This design comes from an exercise in tuning for small area, a short achievable clock period and few clock cycles on the open sky130 flow, not from production work. Where RTL was checked, it was by simulation tests only, not by an equivalence proof against the original. No activity file was given, so power comes from the tool's default toggle rates.

// Match_Ctrl
module Match_Ctrl #(
    parameter Match_Threshold = 10,
    parameter PSR = 5  
)
(
    input clk,
    input rst,
    input start,
    output [59:0] dout,
    output dout_valid,
    output match_done,
    input wire [9:0] DesNum_RP,
    input wire [9:0] DesNum_RR,
    input wire [9:0] DesNum_RL,
    output  [9:0] R_R_addr,
    input [147:0] R_R_data,
    output  [9:0] R_P_addr,
    input [147:0] R_P_data,
    output [9:0] R_L_addr,
    input [147:0] R_L_data
    );
localparam IDLE = 2'd0, LOAD = 2'd1, STREAM = 2'd2, DRAIN = 2'd3;
reg [1:0] state;
reg [9:0] la, pa, ra;            
reg [7:0] grp;                   
reg [7:0] gprev;                 
reg [9:0] rem;                   
reg [1:0] ldk;                   
reg [9:0] j;                     
reg [9:0] nPm1, nRm1, mlast;     
wire [9:0] mx4;                  
reg [3:0] svq;                   
reg [3:0] pend;                  
reg fin;
reg [4*10-1:0] bestP, bestR;
wire [3:0] hitP;
always @(posedge clk) begin
    nPm1 <= DesNum_RP - 10'd1;
    nRm1 <= DesNum_RR - 10'd1;
    mlast <= (nPm1 > mx4) ? nPm1 : mx4;
end
  ...
Settings: LEC_CHECK=0, ABC_CLOCK_PERIOD_IN_PS=2800, CAP_MARGIN=20, CORE_MARGIN=2, CORE_UTILIZATION=40, SETUP_SLACK_MARGIN=3.9, SLEW_MARGIN=20, SYNTH_HIERARCHICAL=1, SYNTH_MINIMUM_KEEP_SIZE=0; clock period 6.6 ns.
standard.sh (not shown) runs the stock make flow with config.mk's settings and CLKGATE_MAP_FILE= SYNTH_SCRIPT=/design/flow/synth_recipe.tcl, a recipe that flattens the netlist after the stock synthesis.
==> flow/flow/run.sh <==
#!/bin/bash
# The standard layout (standard.sh, all steps), except that the port
# buffers that global placement inserts on every input and output are
# sky130_fd_sc_hd__buf_1 cells (ORFS's BUFFER_PORTS_ARGS); timing repair may
# still resize them.  The whole make output goes to standard.log, and ORFS
# keeps each step's own log under orfs/logs/.
set -euo pipefail
export BUFFER_PORTS_ARGS="-buffer_cell sky130_fd_sc_hd__buf_1"
bash standard.sh > standard.log 2>&1
Testbench counts at the start, summed over its fixed seeds: cycles 142,190.
Then changed:
--- a/flow/design.v
+++ b/flow/design.v
@@ -283,47 +283,22 @@
   wire P3_7 = P2_7 & P2_3;
   assign s = {p[7] ^ G3_6, p[6] ^ G3_5, p[5] ^ G3_4, p[4] ^ G2_3, p[3] ^ G2_2, p[2] ^ G1_1, p[1] ^ g[0], p[0]};
 endmodule
 `timescale 1ns / 1ps
 module row_window(
     input [9:0] rowA,
     input [9:0] rowB,
     output ok
     );
-function plus1;
-    input [6:0] x, y;
-    integer k, i;
-    reg lo, hi, r;
-    begin
-        r = 1'b0;
-        for (k = 0; k < 7; k = k + 1) begin
-            lo = 1'b1;
-            hi = 1'b1;
-            for (i = 0; i < 7; i = i + 1) begin
-                if (i < k) lo = lo & ~x[i] & y[i];
-                if (i > k) hi = hi & ~(x[i] ^ y[i]);
-            end
-            r = r | (x[k] & ~y[k] & lo & hi);
-        end
-        plus1 = r;
-    end
-endfunction
-wire [6:0] A = rowA[9:3];
-wire [6:0] B = rowB[9:3];
-wire [3:0] a = {1'b0, rowA[2:0]};
-wire [3:0] b = {1'b0, rowB[2:0]};
-wire eq  = (A == B);
-wire aup = plus1(A, B);
-wire bup = plus1(B, A);
-wire near = (a <= b + 4'd4) && (b <= a + 4'd4);
-wire bfar = (b >= a + 4'd4);
-wire afar = (a >= b + 4'd4);
-assign ok = (eq && near) || (aup && bfar) || (bup && afar);
+wire [10:0] d = {1'b0, rowA} - {1'b0, rowB};
+wire hi0 = (d[10:3] == 8'h00);
+wire hi1 = (d[10:3] == 8'hFF);
+assign ok = (hi0 && (d[2:0] <= 3'd4)) || (hi1 && d[2]);
 endmodule
 `timescale 1ns / 1ps
 module Match_Ctrl #(
     parameter Match_Threshold = 10,
     parameter PSR = 5  
 )
 (
     input clk,
     input rst,
@@ -343,31 +318,31 @@
     );
 localparam IDLE = 2'd0, LOAD = 2'd1, STREAM = 2'd2, DRAIN = 2'd3;
 reg [1:0] state;
 reg [9:0] la, pa, ra;            
 reg [7:0] grp;                   
 reg [7:0] gprev;                 
 reg [9:0] rem;                   
 reg [1:0] ldk;                   
 reg [9:0] j;                     
-reg [9:0] nPm1, nRm1, mlast;     
-wire [9:0] mx4;                  
+reg [9:0] nPr, nRr, mlast;       
+wire [9:0] mx;                   
 reg [3:0] svq;                   
 reg [3:0] pend;                  
 reg fin;
 reg [4*10-1:0] bestP, bestR;
 wire [3:0] hitP;
 always @(posedge clk) begin
-    nPm1 <= DesNum_RP - 10'd1;
-    nRm1 <= DesNum_RR - 10'd1;
-    mlast <= (nPm1 > mx4) ? nPm1 : mx4;
+    nPr <= DesNum_RP;
+    nRr <= DesNum_RR;
+    mlast <= (mx > 10'd5) ? mx - 10'd1 : 10'd4;
 end
-assign mx4 = (nRm1 > 10'd4) ? nRm1 : 10'd4;
+assign mx = (nPr > nRr) ? nPr : nRr;
 wire zero = (DesNum_RL == 10'd0) || (DesNum_RP == 10'd0) || (DesNum_RR == 10'd0);
 wire lastj = (j == mlast);
 wire lastg = (rem <= 10'd4);
 wire [3:0] svalid = {rem > 10'd3, rem > 10'd2, rem > 10'd1, 1'b1};
 wire [3:0] H  = fin ? (hitP & svq) : pend;
 wire [3:0] Hlow = H & (~H + 4'd1);
 wire [3:0] Hrest = H & ~Hlow;
 wire rb = (H != 4'd0);
 wire [1:0] rbk = Hlow[1] ? 2'd1 : Hlow[2] ? 2'd2 : Hlow[3] ? 2'd3 : 2'd0;
@@ -467,19 +442,18 @@
     if (lq1 && lk1 == 2'd2) Ls2 <= R_L_data[127:0];
     if (lq1 && lk1 == 2'd3) Ls3 <= R_L_data[127:0];
 end
 wire [4*128-1:0] Lslot = {Ls3, Ls2, Ls1, R_L_data[127:0]};
 reg [4*40-1:0] yP1, yR1;
 reg [4*11-1:0] zP2, zR2;
 reg [4*8-1:0]  hdR;
 reg [4*4-1:0]  hdP;
 reg [3:0]      hiP;             
-reg [3:0]      hitr;
 reg [4*4-1:0]  minP;
 reg [4*8-1:0]  minR;
 reg fresh;
 reg [9:0] jt;
 wire first = fresh;
 wire [9:0] jc = first ? 10'd0 : jt;
 genvar k;
 generate
 for (k = 0; k < 4; k = k + 1) begin : g_slot
@@ -507,24 +481,19 @@
             minP[k*4 +: 4] <= hdP[k*4 +: 4];
             bestP[k*10 +: 10] <= jc;
         end else if (v4 && first)
             minP[k*4 +: 4] <= Match_Threshold;
         if (updR) begin
             minR[k*8 +: 8] <= hdR[k*8 +: 8];
             bestR[k*10 +: 10] <= jc;
         end
     end
-    always @(posedge clk)
-        if (updP)
-            hitr[k] <= 1'b1;
-        else if (v4 && first)
-            hitr[k] <= 1'b0;
-    assign hitP[k] = hitr[k];
+    assign hitP[k] = (minP[k*4 +: 4] != Match_Threshold);
 end
 endgenerate
 always @(posedge clk) begin
     if (v4)
         jt <= jc + 10'd1;
     if (rst) begin
         fresh <= 1'b1;
         fin <= 1'b0;
     end else begin
Outcome: Die area shrinks by about 0.35%. Register-to-register slack degrades by 0.26 ns. Clock power grows by about 2%. Worst setup slack degrades by 0.52 ns. Fmax shrinks by 16%. Sequential cell count shrinks by 4. Critical path depth grows by 7. Non-clock buffer count grows by 13. Synthesized area shrinks by 0.36%. Routed wire length stays flat. Sequential share of layout area shrinks by 1.2 points. Cell area grows by 3.0%. Hold slack stays flat.
Function not checked in the second run of this note: the RTL went through the layout flow alone.

[static timing again, ports no longer ideal]
The results above use ideal ports. As a check the final layouts listed here were re-extracted and re-timed, cells and wires unchanged. Step 1, drivers: a clkbuf_16 drives clk and a buf_2 each remaining input, both assumed. Step 2, shift: input delay + t, output delay - t, t = (earliest + latest rising clock arrival at the registers) / 2. This alone moves slack from input paths to output paths. Three values: no drivers, after step 1, after step 2; two values: the first two.
run	t, ns	setup slack, ns	worst setup path after step 2
the first run	0.859	3.869 / 3.804 / 2.944	input to register
the second run	0.863	3.352 / 3.415 / 2.552	input to register
After both steps setup and hold are still met in every run listed. For the first run, which loses most, drivers alone change the setup slack by -0.065 ns; drivers and shift together by -0.925 ns.
